Background: an optimization exercise with open tools, aiming at small area. Do not read the settings as production practice.
For this run, only the layout was checked, not whether the RTL still works.

==> design/flow/design.v <==
module srrc_fa (a, b, c, s, co);
	input a, b, c;
	output s, co;
	assign s = a ^ b ^ c;
	assign co = (a & b) | (c & (a ^ b));
endmodule
module SRRC_filter (clk, reset, symb_in, symb_out);
	input clk, reset;
	input signed [7:0] symb_in;
	output reg signed [7:0] symb_out;
	reg [7:0] r1;
	reg [7:0] r2;
	reg [7:0] r3;
	reg [7:0] r4;
	reg [7:0] r5;
	reg [7:0] r6;
	reg [7:0] r7;
	reg [7:0] r8;
	reg [7:0] r9;
	reg [7:0] r10;
	reg [7:0] r11;
	reg [7:0] r12;
	reg [7:0] r13;
	reg [7:0] r14;
	reg [7:0] r15;
	reg [7:0] r16;
	reg [7:0] r17;
	reg [7:0] r18;
	reg [7:0] r19;
	reg [7:0] r20;
	reg [7:0] r21;
	wire [23:0] rowa, rowb, acc;
	wire s1;
	wire c2;
	wire s3;
	wire c4;
	wire s5;
	wire c6;
	wire s7;
	wire c8;
	wire s9;
	wire c10;
	wire s11;
	wire c12;
	wire s13;
	wire c14;
	wire s15;
	wire c16;
	wire s17;
	wire c18;
	wire s19;
	wire c20;
	wire s21;
	wire c22;
	wire s23;
	wire c24;
	wire s25;
	wire c26;
	wire s27;
	wire c28;
	wire s29;
	wire c30;
	wire s31;
	wire c32;
	wire s33;
	wire c34;
	wire s35;
	wire c36;
	wire s37;
	wire c38;
	wire s39;
	wire c40;
	wire s41;
	wire c42;
	wire s43;
	wire c44;
	wire s45;
	wire c46;
	wire s47;
	wire c48;
	wire s49;
	wire c50;
	wire s51;
	wire c52;
	wire s53;
	wire c54;
	wire s55;
	wire c56;
	wire s57;
	wire c58;
	wire s59;
	wire c60;
	wire s61;
	wire c62;
	wire s63;
	wire c64;
	wire s65;
	wire c66;
	wire s67;
	wire c68;
	wire s69;
	wire c70;
	wire s71;
	wire c72;
	wire s73;
	wire c74;
	wire s75;
	wire c76;
	wire s77;
	wire c78;
	wire s79;
	wire c80;
	wire s81;
	wire c82;
	wire s83;
	wire c84;
	wire s85;
	wire c86;
	wire s87;
	wire c88;
	wire s89;
	wire c90;
	wire s91;
	wire c92;
	wire s93;
	wire c94;
	wire s95;
	wire c96;
	wire s97;
	wire c98;
	wire s99;
	wire c100;
	wire s101;
	wire c102;
	wire s103;
	wire c104;
	wire s105;
	wire c106;
	wire s107;
	wire c108;
	wire s109;
	wire c110;
	wire s111;
	wire c112;
	wire s113;
	wire c114;
	wire s115;
	wire c116;
	wire s117;
	wire c118;
	wire s119;
	wire c120;
	wire s121;
	wire c122;
	wire s123;
	wire c124;
	wire s125;
	wire c126;
	wire s127;
	wire c128;
	wire s129;
	wire c130;
	wire s131;
	wire c132;
	wire s133;
	wire c134;
	wire s135;
	wire c136;
	wire s137;
	wire c138;
	wire s139;
	wire c140;
	wire s141;
	wire c142;
	wire s143;
	wire c144;
	wire s145;
	wire c146;
	wire n147;
	wire s148;
	wire c149;
	wire s150;
	wire c151;
	wire s152;
	wire c153;
	wire s154;
	wire c155;
	wire s156;
	wire c157;
	wire n158;
	wire s159;
	wire c160;
	wire s161;
	wire c162;
	wire s163;
	wire c164;
	wire s165;
	wire c166;
	wire s167;
	wire c168;
	wire s169;
	wire c170;
	wire s171;
	wire c172;
	wire s173;
	wire c174;
	wire s175;
	wire c176;
	wire n177;
	wire s178;
	wire c179;
	wire n180;
	wire s181;
	wire c182;
	wire s183;
	wire c184;
	wire s185;
	wire c186;
	wire s187;
	wire c188;
	wire s189;
	wire c190;
	wire s191;
	wire c192;
	wire s193;
	wire c194;
	wire s195;
	wire c196;
	wire s197;
	wire c198;
	wire s199;
	wire c200;
	wire s201;
	wire c202;
	wire s203;
	wire c204;
	wire n205;
	wire s206;
	wire c207;
	wire s208;
	wire c209;
	wire s210;
	wire c211;
	wire s212;
	wire c213;
	wire s214;
	wire c215;
	wire s216;
	wire c217;
	wire s218;
	wire c219;
	wire s220;
	wire c221;
	wire s222;
	wire c223;
	wire s224;
	wire c225;
	wire s226;
	wire c227;
	wire s228;
	wire c229;
	wire s230;
	wire c231;
	wire s232;
	wire c233;
	wire s234;
	wire c235;
	wire s236;
	wire c237;
	wire n238;
	wire s239;
	wire c240;
	wire s241;
	wire c242;
	wire s243;
	wire c244;
	wire s245;
	wire c246;
	wire s247;
	wire c248;
	wire s249;
	wire c250;
	wire s251;
	wire c252;
	wire s253;
	wire c254;
	wire s255;
	wire c256;
	wire s257;
	wire c258;
	wire s259;
	wire c260;
	wire s261;
	wire c262;
	wire s263;
	wire c264;
	wire s265;
	wire c266;
	wire s267;
	wire c268;
	wire s269;
	wire c270;
	wire s271;
	wire c272;
	wire s273;
	wire c274;
	wire s275;
	wire c276;
	wire n277;
	wire s278;
	wire c279;
	wire s280;
	wire c281;
	wire s282;
	wire c283;
	wire s284;
	wire c285;
	wire s286;
	wire c287;
	wire s288;
	wire c289;
	wire s290;
	wire c291;
	wire s292;
	wire c293;
	wire s294;
	wire c295;
	wire s296;
	wire c297;
	wire s298;
	wire c299;
	wire s300;
	wire c301;
	wire s302;
	wire c303;
	wire s304;
	wire c305;
	wire s306;
	wire c307;
	wire s308;
	wire c309;
	wire s310;
	wire c311;
	wire s312;
	wire c313;
	wire s314;
	wire c315;
	wire s316;
	wire c317;
	wire s318;
	wire c319;
	wire n320;
	wire s321;
	wire c322;
	wire n323;
	wire s324;
	wire c325;
	wire s326;
	wire c327;
	wire s328;
	wire c329;
	wire s330;
	wire c331;
	wire s332;
	wire c333;
	wire s334;
	wire c335;
	wire s336;
	wire c337;
	wire s338;
	wire c339;
	wire s340;
	wire c341;
	wire s342;
	wire c343;
	wire s344;
	wire c345;
	wire s346;
	wire c347;
	wire s348;
	wire c349;
	wire s350;
	wire c351;
	wire s352;
	wire c353;
	wire s354;
	wire c355;
	wire s356;
	wire c357;
	wire s358;
	wire c359;
	wire s360;
	wire c361;
	wire s362;
	wire c363;
	wire s364;
	wire c365;
	wire s366;
	wire c367;
	wire s368;
	wire c369;
	wire s370;
	wire c371;
	wire s372;
	wire c373;
	wire n374;
	wire s375;
	wire c376;
	wire s377;
	wire c378;
	wire s379;
	wire c380;
	wire s381;
	wire c382;
	wire s383;
	wire c384;
	wire s385;
	wire c386;
	wire s387;
	wire c388;
	wire s389;
	wire c390;
	wire s391;
	wire c392;
	wire s393;
	wire c394;
	wire s395;
	wire c396;
	wire s397;
	wire c398;
	wire s399;
	wire c400;
	wire s401;
	wire c402;
	wire s403;
	wire c404;
	wire s405;
	wire c406;
	wire s407;
	wire c408;
	wire s409;
	wire c410;
	wire s411;
	wire c412;
	wire s413;
	wire c414;
	wire s415;
	wire c416;
	wire s417;
	wire c418;
	wire s419;
	wire c420;
	wire s421;
	wire c422;
	wire s423;
	wire c424;
	wire s425;
	wire c426;
	wire s427;
	wire c428;
	wire s429;
	wire c430;
	wire n431;
	wire s432;
	wire c433;
	wire s434;
	wire c435;
	wire s436;
	wire c437;
	wire s438;
	wire c439;
	wire s440;
	wire c441;
	wire s442;
	wire c443;
	wire s444;
	wire c445;
	wire s446;
	wire c447;
	wire s448;
	wire c449;
	wire s450;
	wire c451;
	wire s452;
	wire c453;
	wire s454;
	wire c455;
	wire s456;
	wire c457;
	wire s458;
	wire c459;
	wire s460;
	wire c461;
	wire s462;
	wire c463;
	wire s464;
	wire c465;
	wire s466;
	wire c467;
	wire s468;
	wire c469;
	wire s470;
	wire c471;
	wire s472;
	wire c473;
	wire s474;
	wire c475;
	wire s476;
	wire c477;
	wire s478;
	wire c479;
	wire s480;
	wire c481;
	wire s482;
	wire c483;
	wire s484;
	wire c485;
	wire n486;
	wire s487;
	wire c488;
	wire s489;
	wire c490;
	wire s491;
	wire c492;
	wire s493;
	wire c494;
	wire s495;
	wire c496;
	wire s497;
	wire c498;
	wire s499;
	wire c500;
	wire s501;
	wire c502;
	wire s503;
	wire c504;
	wire s505;
	wire c506;
	wire s507;
	wire c508;
	wire s509;
	wire c510;
	wire s511;
	wire c512;
	wire s513;
	wire c514;
	wire s515;
	wire c516;
	wire s517;
	wire c518;
	wire s519;
	wire c520;
	wire s521;
	wire c522;
	wire s523;
	wire c524;
	wire s525;
	wire c526;
	wire s527;
	wire c528;
	wire s529;
	wire c530;
	wire s531;
	wire c532;
	wire s533;
	wire c534;
	wire s535;
	wire c536;
	wire s537;
	wire c538;
	wire s539;
	wire c540;
	wire s541;
	wire c542;
	wire n543;
	wire s544;
	wire c545;
	wire n546;
	wire s547;
	wire c548;
	wire s549;
	wire c550;
	wire s551;
	wire c552;
	wire s553;
	wire c554;
	wire s555;
	wire c556;
	wire s557;
	wire c558;
	wire s559;
	wire c560;
	wire s561;
	wire c562;
	wire s563;
	wire c564;
	wire s565;
	wire c566;
	wire s567;
	wire c568;
	wire s569;
	wire c570;
	wire s571;
	wire c572;
	wire s573;
	wire c574;
	wire s575;
	wire c576;
	wire s577;
	wire c578;
	wire s579;
	wire c580;
	wire s581;
	wire c582;
	wire s583;
	wire c584;
	wire s585;
	wire c586;
	wire s587;
	wire c588;
	wire s589;
	wire c590;
	wire s591;
	wire c592;
	wire s593;
	wire c594;
	wire s595;
	wire c596;
	wire n597;
	wire s598;
	wire c599;
	wire n600;
	wire s601;
	wire c602;
	wire s603;
	wire c604;
	wire s605;
	wire c606;
	wire s607;
	wire c608;
	wire s609;
	wire c610;
	wire s611;
	wire c612;
	wire s613;
	wire c614;
	wire s615;
	wire c616;
	wire s617;
	wire c618;
	wire s619;
	wire c620;
	wire s621;
	wire c622;
	wire s623;
	wire c624;
	wire s625;
	wire c626;
	wire s627;
	wire c628;
	wire s629;
	wire c630;
	wire s631;
	wire c632;
	wire s633;
	wire c634;
	wire s635;
	wire c636;
	wire s637;
	wire c638;
	wire s639;
	wire c640;
	wire s641;
	wire c642;
	wire s643;
	wire c644;
	wire s645;
	wire c646;
	wire s647;
	wire c648;
	wire n649;
	wire s650;
	wire c651;
	wire s652;
	wire c653;
	wire s654;
	wire c655;
	wire s656;
	wire c657;
	wire s658;
	wire c659;
	wire s660;
	wire c661;
	wire s662;
	wire c663;
	wire s664;
	wire c665;
	wire s666;
	wire c667;
	wire s668;
	wire c669;
	wire s670;
	wire c671;
	wire s672;
	wire c673;
	wire s674;
	wire c675;
	wire s676;
	wire c677;
	wire s678;
	wire c679;
	wire s680;
	wire c681;
	wire s682;
	wire c683;
	wire s684;
	wire c685;
	wire s686;
	wire c687;
	wire s688;
	wire c689;
	wire s690;
	wire c691;
	wire s692;
	wire c693;
	wire n694;
	wire s695;
	wire c696;
	wire s697;
	wire c698;
	wire s699;
	wire c700;
	wire s701;
	wire c702;
	wire s703;
	wire c704;
	wire s705;
	wire c706;
	wire s707;
	wire c708;
	wire s709;
	wire c710;
	wire s711;
	wire c712;
	wire s713;
	wire c714;
	wire s715;
	wire c716;
	wire s717;
	wire c718;
	wire s719;
	wire c720;
	wire s721;
	wire c722;
	wire s723;
	wire c724;
	wire s725;
	wire c726;
	wire s727;
	wire c728;
	wire s729;
	wire c730;
	wire s731;
	wire c732;
	wire s733;
	wire c734;
	wire s735;
	wire c736;
	wire s737;
	wire c738;
	wire n739;
	wire s740;
	wire c741;
	wire s742;
	wire c743;
	wire s744;
	wire c745;
	wire s746;
	wire c747;
	wire s748;
	wire c749;
	wire s750;
	wire c751;
	wire s752;
	wire c753;
	wire s754;
	wire c755;
	wire s756;
	wire c757;
	wire s758;
	wire c759;
	wire s760;
	wire c761;
	wire s762;
	wire c763;
	wire s764;
	wire c765;
	wire s766;
	wire c767;
	wire s768;
	wire c769;
	wire s770;
	wire c771;
	wire s772;
	wire c773;
	wire s774;
	wire c775;
	wire s776;
	wire c777;
	wire s778;
	wire c779;
	wire n780;
	wire s781;
	wire c782;
	wire s783;
	wire c784;
	wire s785;
	wire c786;
	wire s787;
	wire c788;
	wire s789;
	wire c790;
	wire s791;
	wire c792;
	wire s793;
	wire c794;
	wire s795;
	wire c796;
	wire s797;
	wire c798;
	wire s799;
	wire c800;
	wire s801;
	wire c802;
	wire s803;
	wire c804;
	wire s805;
	wire c806;
	wire s807;
	wire c808;
	wire s809;
	wire c810;
	wire s811;
	wire c812;
	wire n813;
	wire s814;
	wire c815;
	wire s816;
	wire c817;
	wire s818;
	wire c819;
	wire s820;
	wire c821;
	wire s822;
	wire c823;
	wire s824;
	wire c825;
	wire s826;
	wire c827;
	wire s828;
	wire c829;
	wire s830;
	wire c831;
	wire s832;
	wire c833;
	wire s834;
	wire c835;
	wire s836;
	wire c837;
	wire n838;
	wire s839;
	wire c840;
	wire s841;
	wire c842;
	wire s843;
	wire c844;
	wire s845;
	wire c846;
	wire s847;
	wire c848;
	wire s849;
	wire c850;
	wire s851;
	wire c852;
	wire s853;
	wire c854;
	wire s855;
	wire c856;
	wire s857;
	wire c858;
	wire n859;
	wire s860;
	wire c861;
	wire n862;
	wire s863;
	wire c864;
	wire s865;
	wire c866;
	wire s867;
	wire c868;
	wire s869;
	wire c870;
	wire s871;
	wire c872;
	wire s873;
	wire c874;
	wire n875;
	wire s876;
	wire c877;
	wire n878;
	wire s879;
	wire c880;
	wire s881;
	wire c882;
	wire s883;
	wire c884;
	wire s885;
	wire c886;
	wire n887;
	wire s888;
	wire c889;
	wire n890;
	wire s891;
	wire c892;
	wire s893;
	wire c894;
	wire s895;
	wire c896;
	wire n897;
	wire n898;
	wire s899;
	wire c900;
	wire n901;
	always @(posedge clk) begin
		if (reset) begin
			r1 <= 8'h7f;
			r2 <= 8'h80;
			r3 <= 8'h7f;
			r4 <= 8'h80;
			r5 <= 8'h7f;
			r6 <= 8'h80;
			r7 <= 8'h7f;
			r8 <= 8'h80;
			r9 <= 8'h7f;
			r10 <= 8'h80;
			r11 <= 8'h7f;
			r12 <= 8'h80;
			r13 <= 8'h7f;
			r14 <= 8'h80;
			r15 <= 8'h7f;
			r16 <= 8'h80;
			r17 <= 8'h7f;
			r18 <= 8'h80;
			r19 <= 8'h7f;
			r20 <= 8'h80;
			r21 <= 8'h7f;
			symb_out <= 8'd0;
		end else begin
			r1 <= {symb_in[7], ~symb_in[6:0]};
			r2 <= ~r1;
			r3 <= ~r2;
			r4 <= ~r3;
			r5 <= ~r4;
			r6 <= ~r5;
			r7 <= ~r6;
			r8 <= ~r7;
			r9 <= ~r8;
			r10 <= ~r9;
			r11 <= ~r10;
			r12 <= ~r11;
			r13 <= ~r12;
			r14 <= ~r13;
			r15 <= ~r14;
			r16 <= ~r15;
			r17 <= ~r16;
			r18 <= ~r17;
			r19 <= ~r18;
			r20 <= ~r19;
			r21 <= ~r20;
			symb_out <= acc[23:16];
		end
	end
	assign s1 = r1[0] ^ r21[0];
	assign c2 = r1[0] & r21[0];
	srrc_fa us3 (r1[1], r21[1], c2, s3, c4);
	srrc_fa us5 (r1[2], r21[2], c4, s5, c6);
	srrc_fa us7 (r1[3], r21[3], c6, s7, c8);
	srrc_fa us9 (r1[4], r21[4], c8, s9, c10);
	srrc_fa us11 (r1[5], r21[5], c10, s11, c12);
	srrc_fa us13 (r1[6], r21[6], c12, s13, c14);
	srrc_fa us15 (r1[7], r21[7], c14, s15, c16);
	assign s17 = r2[0] ^ r20[0];
	assign c18 = r2[0] & r20[0];
	srrc_fa us19 (r2[1], r20[1], c18, s19, c20);
	srrc_fa us21 (r2[2], r20[2], c20, s21, c22);
	srrc_fa us23 (r2[3], r20[3], c22, s23, c24);
	srrc_fa us25 (r2[4], r20[4], c24, s25, c26);
	srrc_fa us27 (r2[5], r20[5], c26, s27, c28);
	srrc_fa us29 (r2[6], r20[6], c28, s29, c30);
	srrc_fa us31 (r2[7], r20[7], c30, s31, c32);
	assign s33 = r3[0] ^ r19[0];
	assign c34 = r3[0] & r19[0];
	srrc_fa us35 (r3[1], r19[1], c34, s35, c36);
	srrc_fa us37 (r3[2], r19[2], c36, s37, c38);
	srrc_fa us39 (r3[3], r19[3], c38, s39, c40);
	srrc_fa us41 (r3[4], r19[4], c40, s41, c42);
	srrc_fa us43 (r3[5], r19[5], c42, s43, c44);
	srrc_fa us45 (r3[6], r19[6], c44, s45, c46);
	srrc_fa us47 (r3[7], r19[7], c46, s47, c48);
	assign s49 = r4[0] ^ r18[0];
	assign c50 = r4[0] & r18[0];
	srrc_fa us51 (r4[1], r18[1], c50, s51, c52);
	srrc_fa us53 (r4[2], r18[2], c52, s53, c54);
	srrc_fa us55 (r4[3], r18[3], c54, s55, c56);
	srrc_fa us57 (r4[4], r18[4], c56, s57, c58);
	srrc_fa us59 (r4[5], r18[5], c58, s59, c60);
	srrc_fa us61 (r4[6], r18[6], c60, s61, c62);
	srrc_fa us63 (r4[7], r18[7], c62, s63, c64);
	assign s65 = r5[0] ^ r17[0];
	assign c66 = r5[0] & r17[0];
	srrc_fa us67 (r5[1], r17[1], c66, s67, c68);
	srrc_fa us69 (r5[2], r17[2], c68, s69, c70);
	srrc_fa us71 (r5[3], r17[3], c70, s71, c72);
	srrc_fa us73 (r5[4], r17[4], c72, s73, c74);
	srrc_fa us75 (r5[5], r17[5], c74, s75, c76);
	srrc_fa us77 (r5[6], r17[6], c76, s77, c78);
	srrc_fa us79 (r5[7], r17[7], c78, s79, c80);
	assign s81 = r6[0] ^ r16[0];
	assign c82 = r6[0] & r16[0];
	srrc_fa us83 (r6[1], r16[1], c82, s83, c84);
	srrc_fa us85 (r6[2], r16[2], c84, s85, c86);
	srrc_fa us87 (r6[3], r16[3], c86, s87, c88);
	srrc_fa us89 (r6[4], r16[4], c88, s89, c90);
	srrc_fa us91 (r6[5], r16[5], c90, s91, c92);
	srrc_fa us93 (r6[6], r16[6], c92, s93, c94);
	srrc_fa us95 (r6[7], r16[7], c94, s95, c96);
	assign s97 = r8[0] ^ r14[0];
	assign c98 = r8[0] & r14[0];
	srrc_fa us99 (r8[1], r14[1], c98, s99, c100);
	srrc_fa us101 (r8[2], r14[2], c100, s101, c102);
	srrc_fa us103 (r8[3], r14[3], c102, s103, c104);
	srrc_fa us105 (r8[4], r14[4], c104, s105, c106);
	srrc_fa us107 (r8[5], r14[5], c106, s107, c108);
	srrc_fa us109 (r8[6], r14[6], c108, s109, c110);
	srrc_fa us111 (r8[7], r14[7], c110, s111, c112);
	assign s113 = r9[0] ^ r13[0];
	assign c114 = r9[0] & r13[0];
	srrc_fa us115 (r9[1], r13[1], c114, s115, c116);
	srrc_fa us117 (r9[2], r13[2], c116, s117, c118);
	srrc_fa us119 (r9[3], r13[3], c118, s119, c120);
	srrc_fa us121 (r9[4], r13[4], c120, s121, c122);
	srrc_fa us123 (r9[5], r13[5], c122, s123, c124);
	srrc_fa us125 (r9[6], r13[6], c124, s125, c126);
	srrc_fa us127 (r9[7], r13[7], c126, s127, c128);
	assign s129 = r10[0] ^ r12[0];
	assign c130 = r10[0] & r12[0];
	srrc_fa us131 (r10[1], r12[1], c130, s131, c132);
	srrc_fa us133 (r10[2], r12[2], c132, s133, c134);
	srrc_fa us135 (r10[3], r12[3], c134, s135, c136);
	srrc_fa us137 (r10[4], r12[4], c136, s137, c138);
	srrc_fa us139 (r10[5], r12[5], c138, s139, c140);
	srrc_fa us141 (r10[6], r12[6], c140, s141, c142);
	srrc_fa us143 (r10[7], r12[7], c142, s143, c144);
	srrc_fa us145 (s1, s33, s49, s145, c146);
	assign n147 = ~s145;
	srrc_fa us148 (s17, s65, n147, s148, c149);
	srrc_fa us150 (r7[0], r15[0], r11[0], s150, c151);
	srrc_fa us152 (s150, s19, s67, s152, c153);
	srrc_fa us154 (s97, c146, s3, s154, c155);
	srrc_fa us156 (s35, s51, s154, s156, c157);
	assign n158 = ~s156;
	srrc_fa us159 (s152, c149, n158, s159, c160);
	srrc_fa us161 (r7[1], r15[1], r11[1], s161, c162);
	srrc_fa us163 (s1, s33, s49, s163, c164);
	srrc_fa us165 (s113, c151, s161, s165, c166);
	srrc_fa us167 (s81, s99, s163, s167, c168);
	srrc_fa us169 (s165, c153, s21, s169, c170);
	srrc_fa us171 (c155, s5, s37, s171, c172);
	srrc_fa us173 (s53, s167, c157, s173, c174);
	srrc_fa us175 (s69, s169, c160, s175, c176);
	assign n177 = ~s175;
	srrc_fa us178 (s171, s173, n177, s178, c179);
	assign n180 = ~s178;
	srrc_fa us181 (r7[2], r15[2], r11[2], s181, c182);
	srrc_fa us183 (s17, s129, c162, s183, c184);
	srrc_fa us185 (r11[0], s65, c164, s185, c186);
	srrc_fa us187 (s3, s35, s51, s187, c188);
	srrc_fa us189 (s181, s115, c166, s189, c190);
	srrc_fa us191 (s83, c168, s185, s191, c192);
	srrc_fa us193 (s183, s189, c170, s193, c194);
	srrc_fa us195 (s101, s187, c172, s195, c196);
	srrc_fa us197 (s191, s7, s39, s197, c198);
	srrc_fa us199 (s23, s71, s193, s199, c200);
	srrc_fa us201 (s55, c174, s195, s201, c202);
	srrc_fa us203 (s197, s201, c179, s203, c204);
	assign n205 = ~s203;
	srrc_fa us206 (s199, c176, n205, s206, c207);
	srrc_fa us208 (r7[3], r15[3], r11[3], s208, c209);
	srrc_fa us210 (r11[1], s1, s49, s210, c211);
	srrc_fa us212 (c182, s208, s19, s212, c213);
	srrc_fa us214 (s67, s210, c186, s214, c215);
	srrc_fa us216 (s131, c184, s117, s216, c217);
	srrc_fa us218 (c188, s5, s37, s218, c219);
	srrc_fa us220 (s53, s85, c192, s220, c221);
	srrc_fa us222 (s212, c190, s216, s222, c223);
	srrc_fa us224 (s214, s103, s218, s224, c225);
	srrc_fa us226 (c196, s220, c198, s226, c227);
	srrc_fa us228 (c194, s25, s73, s228, c229);
	srrc_fa us230 (s9, s41, s57, s230, c231);
	srrc_fa us232 (s224, c202, s226, s232, c233);
	srrc_fa us234 (s222, c200, s228, s234, c235);
	srrc_fa us236 (s230, s232, c204, s236, c237);
	assign n238 = ~s236;
	srrc_fa us239 (s234, c207, n238, s239, c240);
	srrc_fa us241 (r7[4], r15[4], r11[4], s241, c242);
	srrc_fa us243 (r11[2], s97, s129, s243, c244);
	srrc_fa us245 (c211, s3, s51, s245, c246);
	srrc_fa us247 (c209, s241, c213, s247, c248);
	srrc_fa us249 (s243, s69, s245, s249, c250);
	srrc_fa us251 (s21, s133, c217, s251, c252);
	srrc_fa us253 (c215, c219, s7, s253, c254);
	srrc_fa us255 (s39, s55, s87, s255, c256);
	srrc_fa us257 (s247, s119, s251, s257, c258);
	srrc_fa us259 (s249, c221, c225, s259, c260);
	srrc_fa us261 (s105, s253, s255, s261, c262);
	srrc_fa us263 (c223, s257, c229, s263, c264);
	srrc_fa us265 (c227, c231, s259, s265, c266);
	srrc_fa us267 (s11, s43, s59, s267, c268);
	srrc_fa us269 (s27, s75, c235, s269, c270);
	srrc_fa us271 (s261, c233, s265, s271, c272);
	srrc_fa us273 (s267, s271, c237, s273, c274);
	srrc_fa us275 (s263, s269, c240, s275, c276);
	assign n277 = ~s273;
	srrc_fa us278 (r7[5], r15[5], r11[5], s278, c279);
	srrc_fa us280 (r11[3], s1, s49, s280, c281);
	srrc_fa us282 (r11[0], s33, c242, s282, c283);
	srrc_fa us284 (s81, c244, s99, s284, c285);
	srrc_fa us286 (s131, s280, c246, s286, c287);
	srrc_fa us288 (s5, s53, s284, s288, c289);
	srrc_fa us290 (s278, s282, c248, s290, c291);
	srrc_fa us292 (c250, s286, s71, s292, c293);
	srrc_fa us294 (s23, s135, c252, s294, c295);
	srrc_fa us296 (s288, c254, c256, s296, c297);
	srrc_fa us298 (s9, s41, s57, s298, c299);
	srrc_fa us300 (s290, s121, s294, s300, c301);
	srrc_fa us302 (s89, s292, c260, s302, c303);
	srrc_fa us304 (c262, s296, s107, s304, c305);
	srrc_fa us306 (c258, s300, c264, s306, c307);
	srrc_fa us308 (s298, c266, s302, s308, c309);
	srrc_fa us310 (c268, s13, s45, s310, c311);
	srrc_fa us312 (s29, s77, c270, s312, c313);
	srrc_fa us314 (s61, s304, c272, s314, c315);
	srrc_fa us316 (s308, s310, s314, s316, c317);
	srrc_fa us318 (s306, s312, c276, s318, c319);
	assign n320 = ~s318;
	srrc_fa us321 (s316, c274, n320, s321, c322);
	assign n323 = ~s321;
	srrc_fa us324 (r7[6], r15[6], r11[6], s324, c325);
	srrc_fa us326 (r11[4], s113, s129, s326, c327);
	srrc_fa us328 (r11[1], s65, c279, s328, c329);
	srrc_fa us330 (c281, s3, s51, s330, c331);
	srrc_fa us332 (s324, s35, c283, s332, c333);
	srrc_fa us334 (s83, s326, c285, s334, c335);
	srrc_fa us336 (s101, s133, s330, s336, c337);
	srrc_fa us338 (c287, c289, s334, s338, c339);
	srrc_fa us340 (s7, s55, s336, s340, c341);
	srrc_fa us342 (s328, s332, c291, s342, c343);
	srrc_fa us344 (s338, c293, s73, s344, c345);
	srrc_fa us346 (s25, s137, c295, s346, c347);
	srrc_fa us348 (s340, c297, c299, s348, c349);
	srrc_fa us350 (s11, s43, s59, s350, c351);
	srrc_fa us352 (s342, s123, c301, s352, c353);
	srrc_fa us354 (s91, s344, c303, s354, c355);
	srrc_fa us356 (c305, s348, s109, s356, c357);
	srrc_fa us358 (s346, s352, c307, s358, c359);
	srrc_fa us360 (s350, c309, s354, s360, c361);
	srrc_fa us362 (c311, s15, s47, s362, c363);
	srrc_fa us364 (s31, s79, c313, s364, c365);
	srrc_fa us366 (s63, s356, c315, s366, c367);
	srrc_fa us368 (s360, s362, c317, s368, c369);
	srrc_fa us370 (s358, s364, c319, s370, c371);
	srrc_fa us372 (s366, s368, c322, s372, c373);
	assign n374 = ~s372;
	srrc_fa us375 (r7[7], r15[7], r11[7], s375, c376);
	srrc_fa us377 (r11[2], s1, s17, s377, c378);
	srrc_fa us379 (s97, c325, s375, s379, c380);
	srrc_fa us381 (r11[5], c327, s115, s381, c382);
	srrc_fa us383 (s67, s377, c329, s383, c384);
	srrc_fa us385 (s379, s37, c333, s385, c386);
	srrc_fa us387 (s131, c331, s5, s387, c388);
	srrc_fa us389 (s53, s85, s381, s389, c390);
	srrc_fa us391 (c335, c337, s103, s391, c392);
	srrc_fa us393 (s135, s387, s389, s393, c394);
	srrc_fa us395 (c339, c341, s9, s395, c396);
	srrc_fa us397 (s57, s391, s393, s397, c398);
	srrc_fa us399 (s383, s385, c343, s399, c400);
	srrc_fa us401 (c345, s75, s395, s401, c402);
	srrc_fa us403 (s27, s139, c347, s403, c404);
	srrc_fa us405 (s397, c349, c351, s405, c406);
	srrc_fa us407 (s13, s45, s61, s407, c408);
	srrc_fa us409 (s399, s125, c353, s409, c410);
	srrc_fa us411 (s93, s401, c355, s411, c412);
	srrc_fa us413 (s403, c32, c80, s413, c414);
	srrc_fa us415 (c357, s405, c16, s415, c416);
	srrc_fa us417 (c48, c64, s111, s417, c418);
	srrc_fa us419 (s407, c361, s411, s419, c420);
	srrc_fa us421 (s409, c359, s413, s421, c422);
	srrc_fa us423 (c363, s415, s417, s423, c424);
	srrc_fa us425 (c367, s419, s423, s425, c426);
	srrc_fa us427 (c365, s421, c371, s427, c428);
	srrc_fa us429 (c369, s425, c373, s429, c430);
	assign n431 = ~s429;
	srrc_fa us432 (r11[3], r11[0], s81, s432, c433);
	srrc_fa us434 (r11[6], s33, s129, s434, c435);
	srrc_fa us436 (c376, c378, s3, s436, c437);
	srrc_fa us438 (s19, s99, s432, s438, c439);
	srrc_fa us440 (c380, s69, c384, s440, c441);
	srrc_fa us442 (s434, c382, s117, s442, c443);
	srrc_fa us444 (s436, s438, c386, s444, c445);
	srrc_fa us446 (s133, c388, c390, s446, c447);
	srrc_fa us448 (s7, s55, s87, s448, c449);
	srrc_fa us450 (s39, s440, s444, s450, c451);
	srrc_fa us452 (s442, s446, c392, s452, c453);
	srrc_fa us454 (c394, s105, s137, s454, c455);
	srrc_fa us456 (s448, c396, c398, s456, c457);
	srrc_fa us458 (s452, s11, s59, s458, c459);
	srrc_fa us460 (s454, c402, s456, s460, c461);
	srrc_fa us462 (s450, c400, s29, s462, c463);
	srrc_fa us464 (s77, s458, c406, s464, c465);
	srrc_fa us466 (s141, c404, s127, s466, c467);
	srrc_fa us468 (c408, s460, s15, s468, c469);
	srrc_fa us470 (s47, s63, s95, s470, c471);
	srrc_fa us472 (c112, c412, s464, s472, c473);
	srrc_fa us474 (s462, c410, c414, s474, c475);
	srrc_fa us476 (c416, c418, s468, s476, c477);
	srrc_fa us478 (s470, c420, s472, s478, c479);
	srrc_fa us480 (s466, c422, s474, s480, c481);
	srrc_fa us482 (c424, s476, s478, s482, c483);
	srrc_fa us484 (c426, s482, c430, s484, c485);
	assign n486 = ~s484;
	srrc_fa us487 (s480, c428, n486, s487, c488);
	srrc_fa us489 (r11[4], r11[1], s65, s489, c490);
	srrc_fa us491 (c433, s83, s489, s491, c492);
	srrc_fa us493 (r11[7], c435, s35, s493, c494);
	srrc_fa us495 (c437, c439, s5, s495, c496);
	srrc_fa us497 (s21, s101, s491, s497, c498);
	srrc_fa us499 (s131, s493, c443, s499, c500);
	srrc_fa us501 (c441, s71, s495, s501, c502);
	srrc_fa us503 (s119, s135, c447, s503, c504);
	srrc_fa us505 (s497, c445, s41, s505, c506);
	srrc_fa us507 (s499, c449, s9, s507, c508);
	srrc_fa us509 (s57, s89, s503, s509, c510);
	srrc_fa us511 (s501, c451, s505, s511, c512);
	srrc_fa us513 (c453, c455, s107, s513, c514);
	srrc_fa us515 (s139, s507, s509, s515, c516);
	srrc_fa us517 (c457, c459, s13, s517, c518);
	srrc_fa us519 (s61, s513, s515, s519, c520);
	srrc_fa us521 (s511, c463, s31, s521, c522);
	srrc_fa us523 (c461, c16, c48, s523, c524);
	srrc_fa us525 (c64, s79, c96, s525, c526);
	srrc_fa us527 (s517, c465, s519, s527, c528);
	srrc_fa us529 (c128, s143, c467, s529, c530);
	srrc_fa us531 (c469, c471, s523, s531, c532);
	srrc_fa us533 (s525, c473, s527, s533, c534);
	srrc_fa us535 (s521, c475, s529, s535, c536);
	srrc_fa us537 (c477, s531, c479, s537, c538);
	srrc_fa us539 (s533, c483, s537, s539, c540);
	srrc_fa us541 (c481, s535, c488, s541, c542);
	assign n543 = ~s541;
	srrc_fa us544 (s539, c485, n543, s544, c545);
	assign n546 = ~s544;
	srrc_fa us547 (r11[0], s81, s113, s547, c548);
	srrc_fa us549 (r11[5], r11[2], c490, s549, c550);
	srrc_fa us551 (s67, c492, s549, s551, c552);
	srrc_fa us553 (s547, c494, s37, s553, c554);
	srrc_fa us555 (s85, c496, c498, s555, c556);
	srrc_fa us557 (s551, s7, s23, s557, c558);
	srrc_fa us559 (s133, s553, c500, s559, c560);
	srrc_fa us561 (s103, s555, c502, s561, c562);
	srrc_fa us563 (s121, s137, c504, s563, c564);
	srrc_fa us565 (s73, s557, c506, s565, c566);
	srrc_fa us567 (s559, c508, s11, s567, c568);
	srrc_fa us569 (s59, s91, c510, s569, c570);
	srrc_fa us571 (s561, s43, c512, s571, c572);
	srrc_fa us573 (s563, c514, s109, s573, c574);
	srrc_fa us575 (s141, s567, c516, s575, c576);
	srrc_fa us577 (s565, s571, c32, s577, c578);
	srrc_fa us579 (s569, c518, s15, s579, c580);
	srrc_fa us581 (s63, c80, s573, s581, c582);
	srrc_fa us583 (c520, s575, c524, s583, c584);
	srrc_fa us585 (c144, c522, s577, s585, c586);
	srrc_fa us587 (c526, s579, s581, s587, c588);
	srrc_fa us589 (c528, c532, s583, s589, c590);
	srrc_fa us591 (c530, s585, c536, s591, c592);
	srrc_fa us593 (s587, c534, s589, s593, c594);
	srrc_fa us595 (c538, s593, c540, s595, c596);
	assign n597 = ~s595;
	srrc_fa us598 (s591, n597, c542, s598, c599);
	assign n600 = ~c545;
	srrc_fa us601 (r11[6], r11[3], s97, s601, c602);
	srrc_fa us603 (r11[1], c548, s83, s603, c604);
	srrc_fa us605 (s601, c550, s69, s605, c606);
	srrc_fa us607 (s115, s603, c554, s607, c608);
	srrc_fa us609 (c552, s87, s605, s609, c610);
	srrc_fa us611 (s39, s135, s607, s611, c612);
	srrc_fa us613 (c556, c558, s9, s613, c614);
	srrc_fa us615 (s25, s105, s609, s615, c616);
	srrc_fa us617 (c562, s75, s613, s617, c618);
	srrc_fa us619 (c560, s611, s123, s619, c620);
	srrc_fa us621 (s139, c564, c568, s621, c622);
	srrc_fa us623 (s615, c566, s45, s623, c624);
	srrc_fa us625 (s13, s61, s93, s625, c626);
	srrc_fa us627 (s619, c570, c574, s627, c628);
	srrc_fa us629 (s617, c572, s623, s629, c630);
	srrc_fa us631 (s621, c16, c64, s631, c632);
	srrc_fa us633 (s111, s143, s625, s633, c634);
	srrc_fa us635 (c576, c580, c582, s635, c636);
	srrc_fa us637 (s627, s631, s633, s637, c638);
	srrc_fa us639 (c578, s629, c586, s639, c640);
	srrc_fa us641 (c584, c588, s635, s641, c642);
	srrc_fa us643 (s637, c590, s641, s643, c644);
	srrc_fa us645 (c594, s643, c596, s645, c646);
	srrc_fa us647 (s639, c592, c599, s647, c648);
	assign n649 = ~s645;
	srrc_fa us650 (r11[7], r11[4], c602, s650, c651);
	srrc_fa us652 (r11[2], s113, c604, s652, c653);
	srrc_fa us654 (s99, s650, c606, s654, c655);
	srrc_fa us656 (s85, s117, s652, s656, c657);
	srrc_fa us658 (s71, s654, c610, s658, c659);
	srrc_fa us660 (c608, s656, s41, s660, c661);
	srrc_fa us662 (s89, c614, c616, s662, c663);
	srrc_fa us664 (s658, s11, s27, s664, c665);
	srrc_fa us666 (s137, c612, s660, s666, c667);
	srrc_fa us668 (s107, c618, s662, s668, c669);
	srrc_fa us670 (c620, s125, s141, s670, c671);
	srrc_fa us672 (s77, s664, c624, s672, c673);
	srrc_fa us674 (s666, c622, c626, s674, c675);
	srrc_fa us676 (s15, s63, s95, s676, c677);
	srrc_fa us678 (c112, c144, s670, s678, c679);
	srrc_fa us680 (s668, s47, c630, s680, c681);
	srrc_fa us682 (c628, c632, c634, s682, c683);
	srrc_fa us684 (s674, s676, s678, s684, c685);
	srrc_fa us686 (c636, c638, s682, s686, c687);
	srrc_fa us688 (s672, s680, c640, s688, c689);
	srrc_fa us690 (s684, c642, s686, s690, c691);
	srrc_fa us692 (c644, s690, c646, s692, c693);
	assign n694 = ~s692;
	srrc_fa us695 (s688, n694, c648, s695, c696);
	srrc_fa us697 (r11[3], r11[0], s115, s697, c698);
	srrc_fa us699 (r11[5], s129, c651, s699, c700);
	srrc_fa us701 (s697, c653, s87, s701, c702);
	srrc_fa us703 (s101, s699, c655, s703, c704);
	srrc_fa us705 (s119, c657, s701, s705, c706);
	srrc_fa us707 (s73, s703, c659, s707, c708);
	srrc_fa us709 (c661, s43, s139, s709, c710);
	srrc_fa us711 (s91, c663, s707, s711, c712);
	srrc_fa us713 (c665, s13, s29, s713, c714);
	srrc_fa us715 (s705, c667, s709, s715, c716);
	srrc_fa us717 (s109, c669, s711, s717, c718);
	srrc_fa us719 (c48, s79, s713, s719, c720);
	srrc_fa us721 (c671, c16, c64, s721, c722);
	srrc_fa us723 (c96, s127, s143, s723, c724);
	srrc_fa us725 (s715, c675, c677, s725, c726);
	srrc_fa us727 (c673, s717, s719, s727, c728);
	srrc_fa us729 (c679, s721, s723, s729, c730);
	srrc_fa us731 (c683, c685, s725, s731, c732);
	srrc_fa us733 (s729, c687, s731, s733, c734);
	srrc_fa us735 (c681, s727, c689, s735, c736);
	srrc_fa us737 (c691, s733, c693, s737, c738);
	assign n739 = ~s737;
	srrc_fa us740 (s735, n739, c696, s740, c741);
	srrc_fa us742 (r11[4], r11[1], c698, s742, c743);
	srrc_fa us744 (r11[6], s131, c700, s744, c745);
	srrc_fa us746 (s117, s742, c702, s746, c747);
	srrc_fa us748 (s103, s744, c704, s748, c749);
	srrc_fa us750 (s89, s121, c706, s750, c751);
	srrc_fa us752 (s75, s748, c708, s752, c753);
	srrc_fa us754 (s746, c710, s750, s754, c755);
	srrc_fa us756 (s93, c712, s752, s756, c757);
	srrc_fa us758 (s45, s141, c716, s758, c759);
	srrc_fa us760 (c714, s15, s31, s760, c761);
	srrc_fa us762 (s754, c128, c144, s762, c763);
	srrc_fa us764 (c80, s111, c718, s764, c765);
	srrc_fa us766 (c722, c724, s758, s766, c767);
	srrc_fa us768 (s756, c720, s760, s768, c769);
	srrc_fa us770 (s762, c726, c730, s770, c771);
	srrc_fa us772 (s764, c728, s768, s772, c773);
	srrc_fa us774 (s766, c732, s770, s774, c775);
	srrc_fa us776 (c734, s774, c738, s776, c777);
	srrc_fa us778 (s772, c736, c741, s778, c779);
	assign n780 = ~s776;
	srrc_fa us781 (r11[5], r11[2], c743, s781, c782);
	srrc_fa us783 (r11[7], s133, c745, s783, c784);
	srrc_fa us785 (s119, s781, c747, s785, c786);
	srrc_fa us787 (s105, s783, c749, s787, c788);
	srrc_fa us789 (s91, s123, c751, s789, c790);
	srrc_fa us791 (s77, s787, c753, s791, c792);
	srrc_fa us793 (s785, c755, s789, s793, c794);
	srrc_fa us795 (c16, c32, s95, s795, c796);
	srrc_fa us797 (c112, c757, s791, s797, c798);
	srrc_fa us799 (s47, s143, c759, s799, c800);
	srrc_fa us801 (c761, s795, c765, s801, c802);
	srrc_fa us803 (s793, c763, c767, s803, c804);
	srrc_fa us805 (s797, c769, s801, s805, c806);
	srrc_fa us807 (s799, c771, s803, s807, c808);
	srrc_fa us809 (c775, s807, c777, s809, c810);
	srrc_fa us811 (c773, s805, c779, s811, c812);
	assign n813 = ~s809;
	srrc_fa us814 (r11[6], r11[3], c782, s814, c815);
	srrc_fa us816 (s135, c784, s107, s816, c817);
	srrc_fa us818 (s121, s814, c786, s818, c819);
	srrc_fa us820 (s93, s125, c790, s820, c821);
	srrc_fa us822 (s816, c788, s79, s822, c823);
	srrc_fa us824 (s818, c48, c144, s824, c825);
	srrc_fa us826 (c96, c792, c796, s826, c827);
	srrc_fa us828 (c794, s820, s824, s828, c829);
	srrc_fa us830 (s822, c798, s826, s830, c831);
	srrc_fa us832 (c800, s828, c804, s832, c833);
	srrc_fa us834 (c802, s830, c806, s834, c835);
	srrc_fa us836 (c808, s832, c810, s836, c837);
	assign n838 = ~s836;
	srrc_fa us839 (s834, n838, c812, s839, c840);
	srrc_fa us841 (r11[7], r11[4], c815, s841, c842);
	srrc_fa us843 (s137, c817, s109, s843, c844);
	srrc_fa us845 (s123, s841, c819, s845, c846);
	srrc_fa us847 (s95, s127, c821, s847, c848);
	srrc_fa us849 (c80, s843, c823, s849, c850);
	srrc_fa us851 (s845, c825, s847, s851, c852);
	srrc_fa us853 (c827, s849, c831, s853, c854);
	srrc_fa us855 (c829, s851, c833, s855, c856);
	srrc_fa us857 (s853, c835, c840, s857, c858);
	assign n859 = ~s857;
	srrc_fa us860 (s855, c837, n859, s860, c861);
	assign n862 = ~s860;
	srrc_fa us863 (r11[5], c842, s125, s863, c864);
	srrc_fa us865 (s139, c844, s111, s865, c866);
	srrc_fa us867 (c96, c128, s863, s867, c868);
	srrc_fa us869 (c846, s867, c848, s869, c870);
	srrc_fa us871 (s865, c850, c854, s871, c872);
	srrc_fa us873 (c852, s869, c856, s873, c874);
	assign n875 = ~s873;
	srrc_fa us876 (s871, n875, c858, s876, c877);
	assign n878 = ~c861;
	srrc_fa us879 (r11[6], c864, s127, s879, c880);
	srrc_fa us881 (s141, c112, c866, s881, c882);
	srrc_fa us883 (c868, s879, c870, s883, c884);
	srrc_fa us885 (s881, c872, c877, s885, c886);
	assign n887 = ~s885;
	srrc_fa us888 (s883, c874, n887, s888, c889);
	assign n890 = ~s888;
	srrc_fa us891 (r11[7], c128, c880, s891, c892);
	srrc_fa us893 (s143, c882, c886, s893, c894);
	srrc_fa us895 (s891, c884, c889, s895, c896);
	assign n897 = ~s895;
	assign n898 = ~c892;
	srrc_fa us899 (c144, n898, c894, s899, c900);
	assign n901 = ~c896;
	assign rowa = {c900, s899, s893, n890, s876, n862, s839, s811, s778, s740, s695, s647, s598, n546, s487, s427, s370, n323, s275, s239, s206, n180, s159, s148};
	assign rowb = {1'b0, n901, n897, 1'b0, n878, 1'b0, 1'b0, n813, n780, 1'b0, 1'b0, n649, n600, 1'b0, 1'b0, n431, n374, 1'b0, n277, 1'b0, 1'b0, 1'b0, 1'b0, 1'b0};
	assign acc = rowa + rowb + 24'h4ab449;
endmodule
==> design/flow/run.sh <==
#!/bin/bash
# synth_recipe.tcl (not shown) runs the flow's synth.tcl, then flattens the netlist and writes it again
# the make line also repeats each setting of config.mk as NAME=value (left out here)
make -C /OpenROAD-flow-scripts/flow DESIGN_CONFIG=/design/flow/config.mk WORK_HOME=/design/flow/orfs CLKGATE_MAP_FILE= SYNTH_SCRIPT=/design/flow/synth_recipe.tcl finish
==> design/flow/config.mk <==
export PLATFORM = sky130hd
export DESIGN_NAME = SRRC_filter
export DESIGN_NICKNAME = SRRC_filter
export VERILOG_FILES = /design/flow/design.v
export SDC_FILE = /design/flow/constraint.sdc
export NUM_CORES = 4
export LEC_CHECK = 0
export CAP_MARGIN = 20
export CORE_MARGIN = 2
export CORE_UTILIZATION = 40
export SLEW_MARGIN = 20
export SYNTH_HIERARCHICAL = 1
export SYNTH_MINIMUM_KEEP_SIZE = 0
==> design/flow/constraint.sdc <==
create_clock -name core_clock -period 10.0 [get_ports {clk}]
set_input_delay 2.0000 -clock core_clock [delete_from_list [all_inputs] [get_ports {clk}]]
set_output_delay 2.0000 -clock core_clock [all_outputs]
set_load 0.01 [all_outputs]
==> impl_metrics.env <==
export IMPL_netlist_cell_type_count=47
export IMPL_rsz0062_at_grt="yes"
export IMPL_dp_slack_ns=-3.46
export IMPL_drc_errors=0
export IMPL_syn_inst=945
export IMPL_clock_sinks=176
export IMPL_crit_path_start_kind="flip-flop"
export IMPL_grt_ovfl_total=0
export IMPL_yosysWarnings=7
export IMPL_clock_path_buffers=2
export IMPL_cap_violations=0
export IMPL_dieArea_um2=36900
export IMPL_track_usage_pct=21.3
export IMPL_wirelength_um=35600
export IMPL_coreArea_um2=34700
export IMPL_drv_slew=0
export IMPL_nets=1609
export IMPL_tritoncts="yes"
export IMPL_ys_ff_latch=176
export IMPL_fmax_mhz=75.3
export IMPL_period_share_pct=133
export IMPL_cp_arrival_ns=13.59
export IMPL_vias_per_cell=4.75
export IMPL_antenna_left=0
export IMPL_first_iter_violations=522
export IMPL_synth_flop_cell="dfxtp_1"
export IMPL_path_clk_slew_ns=0.07
export IMPL_synth_seq_area_share_pct=24.9
export IMPL_syn_area_per_cell_um2=15.0
export IMPL_dp_hpwl_um=32100
export IMPL_portBuffers=17
export IMPL_drive_gt1_share_pct=24.8
export IMPL_area_delta_synth_final_pct=20.5
export IMPL_outcome="complete, but fails checks"
export IMPL_critPathSlowestCell="fa_2"
export IMPL_root_buffer="clkbuf_16"
export IMPL_cts_buffers=17
export IMPL_worstMarginPinSlew_ns=0.927
export IMPL_grt_pass1_vias=8912
export IMPL_rows=68
export IMPL_layout_cells_non_filler=1605
export IMPL_path_class="flip-flop to flip-flop"
export IMPL_setup_slack_ns=-3.28
export IMPL_antennaDiodeCount=0
export IMPL_async_flop_share_pct=0
export IMPL_worstPathRequired_ns=10.31
export IMPL_fin_util_pct=49.1
export IMPL_hold_path_class="flip-flop to flip-flop"
export IMPL_grt_pass1_wl_um=54600
export IMPL_cp_common_cell="fa_2"
export IMPL_cts_htree_levels=4
export IMPL_dr_total_vias=7631
export IMPL_worst_clock_skew_ns=0.0180
export IMPL_violations="setup timing"
export IMPL_grt_max_degree=112
export IMPL_synth_edf_count=0
export IMPL_io_pins=18
export IMPL_antenna_found_initial=0
export IMPL_drt_first_pass_iters=5
export IMPL_routedWlPerCell_um=22.2
export IMPL_cp_max_fo=3
export IMPL_placedCellCount=1573
export IMPL_slew_limit_headroom_pct=38.2
export IMPL_syn_nets=1416
export IMPL_die_x_um=192
export IMPL_clock_latency_ns=0.44
export IMPL_cp_end_kind="flip-flop"
export IMPL_syn_area_um2=14100
export IMPL_hold_viol=0
export IMPL_place_congestion=0.951
export IMPL_post_route_min_period_ns=13.28
export IMPL_finalSetupViolations=8
export IMPL_max_stage_delay_ns=0.55
export IMPL_holdWs_ns=0.399
export IMPL_die_h_um=192
export IMPL_start_util_pct=40.7
==> per-stage QoR <==
step / setup TNS (ns) / cell area [um^2]
after CTS: -18.91 / 17000
after floorplan: -16.72 / 14300
after global placement: -18.75 / 16300
after global routing: -21.11 / 17000
final: -18.34 / 17000
after detailed placement: -19.68 / 16300
==> worst max-delay path: cells and delay by family, from the launching register on <==
kind	cells	cell delay (ns)
DFF	1	0.34
and+or+nand+nor	2	0.17
adders and majority gates	32	11.89
buffers and inverters	7	0.32
AOI/OAI and AO/OA	2	0.27
xor gates and xnor gates	1	0.13
==> path summary, 6_finish.rpt <==
kind / from / endpoint / depth (start not counted) / slack [ns]
max: r1[0]$_SDFF_PP1_ / symb_out[7]$_SDFF_PP0_ / 44 / -3.28
min: r12[0]$_SDFF_PP0_ / r13[0]$_SDFF_PP1_ / 1 / 0.40
max reg2reg: r1[0]$_SDFF_PP1_ / symb_out[7]$_SDFF_PP0_ / 44 / -3.28
min reg2reg: r12[0]$_SDFF_PP0_ / r13[0]$_SDFF_PP1_ / 1 / 0.40
==> cell usage after synthesis (2+ instances only) <==
cell	instances	share of area (%)
fa_1	426	60
dfxtp_1	176	25
nor2_1	89	2.4
nand2b_1	88	3.9
inv_1	39	1.0
ha_1	35	3.1
clkbuf_1	19	0.50
nand2_1	7	0.19
a21oi_1	5	0.18
a21o_1	4	0.21
nand3_1	4	0.14
nor2b_1	4	0.18
nand4_1	3	0.13
o21ai_2	3	0.19
xnor2_1	3	0.19
a211o_1	2	0.12
a21oi_2	2	0.12
a31oi_1	2	0.088
nand4b_1	2	0.12
o21ai_0	2	0.071
o22ai_1	2	0.088
o31ai_1	2	0.11
xor2_1	2	0.12
==> per-module statistics from Yosys, one instance, submodules excluded <==
module | flip-flops and latches | copies in the design | cells | cell area, um^2
srrc_fa | 0 | 426 | 1 | 20.0
SRRC_filter | 176 | 1 | 519 | 5610
==> metal layers <==
metal / routed length [um] / vias to the layer above / global-route usage (%)
met3: 2480 / 20 / 5.72
met1: 15300 / 4132 / 29.5
li1: - / 3303 / -
met4: 495 / 0 / 4.87
met2: 17300 / 176 / 33.7
met5: 0 / - / 0
==> cell usage in the layout, fill, tap and decap left out, drive strengths merged, types with 2 or more instances in the layout <==
| cell | synthesis | final |
|---|---|---|
| nor2 | 89 | 89 |
| xnor2 | 3 | 3 |
| clkdlybuf4s50 | 0 | 16 |
| xor2 | 2 | 2 |
| nand4 | 3 | 3 |
| inv | 39 | 43 |
| nand4b | 2 | 2 |
| dfxtp | 176 | 176 |
| mux2 | 2 | 2 |
| a211o | 2 | 2 |
| buf | 2 | 179 |
| clkinv | 0 | 6 |
| a21oi | 7 | 7 |
| o31ai | 2 | 2 |
| o22ai | 2 | 2 |
| and3 | 2 | 2 |
| a31oi | 2 | 2 |
| a21o | 5 | 5 |
| nand2 | 7 | 7 |
| clkbuf | 19 | 18 |
| nor2b | 5 | 5 |
| fa | 426 | 426 |
| o21ai | 6 | 6 |
| nand3 | 4 | 4 |
| nand2b | 88 | 88 |
| ha | 35 | 35 |
| bufinv | 0 | 2 |
==> logic make-up after synthesis <==
| kind of cell | after synthesis | share of synthesized area [%] |
|---|---|---|
| compound gates | 35 | 1.96 |
| xor+xnor | 5 | 0.310 |
| fa+ha+maj | 461 | 63.4 |
| buf+inv | 60 | 1.62 |
| flops | 176 | 24.9 |
| mux | 2 | 0.186 |
| simple gates | 206 | 7.59 |
==> layout make-up <==
cell class,count,area (um^2)
tap,455,569
sequential,176,3530
multi-input combinational,709,10700
inverter,39,146
clock inverter,13,154
fill,2981,17700
timing repair buffer,195,1530
clock buffer,18,439
==> timing repair <==
action                     CTS  global route
pin swaps                    9             6
setup endpoints to repair    8             8
setup buffers                1             1
gates resized for setup     28             7
hold buffers                 0             0

==> what the ideal ports hide <==
The results above use ideal ports. As a check the final layout listed here was re-extracted and re-timed, cells and wires unchanged.
Step 1 assumes that a clkbuf_16 drives the clock port and a buf_2 every other input.
Step 2 moves the port delays by t, midway between the first and last clock arrival at a register: inputs arrive t later, outputs are due t later. That takes back most of the time a late clock gives input paths.
a / b / c = no drivers / after step 1 / after step 2; a / b = the first two.
t, ns: 0.487
setup WS [ns]: -3.276 / -3.277 / -3.277
worst setup path after step 2: register to register
For this run, drivers alone change the setup slack by -0.001 ns; drivers and shift together by -0.001 ns.
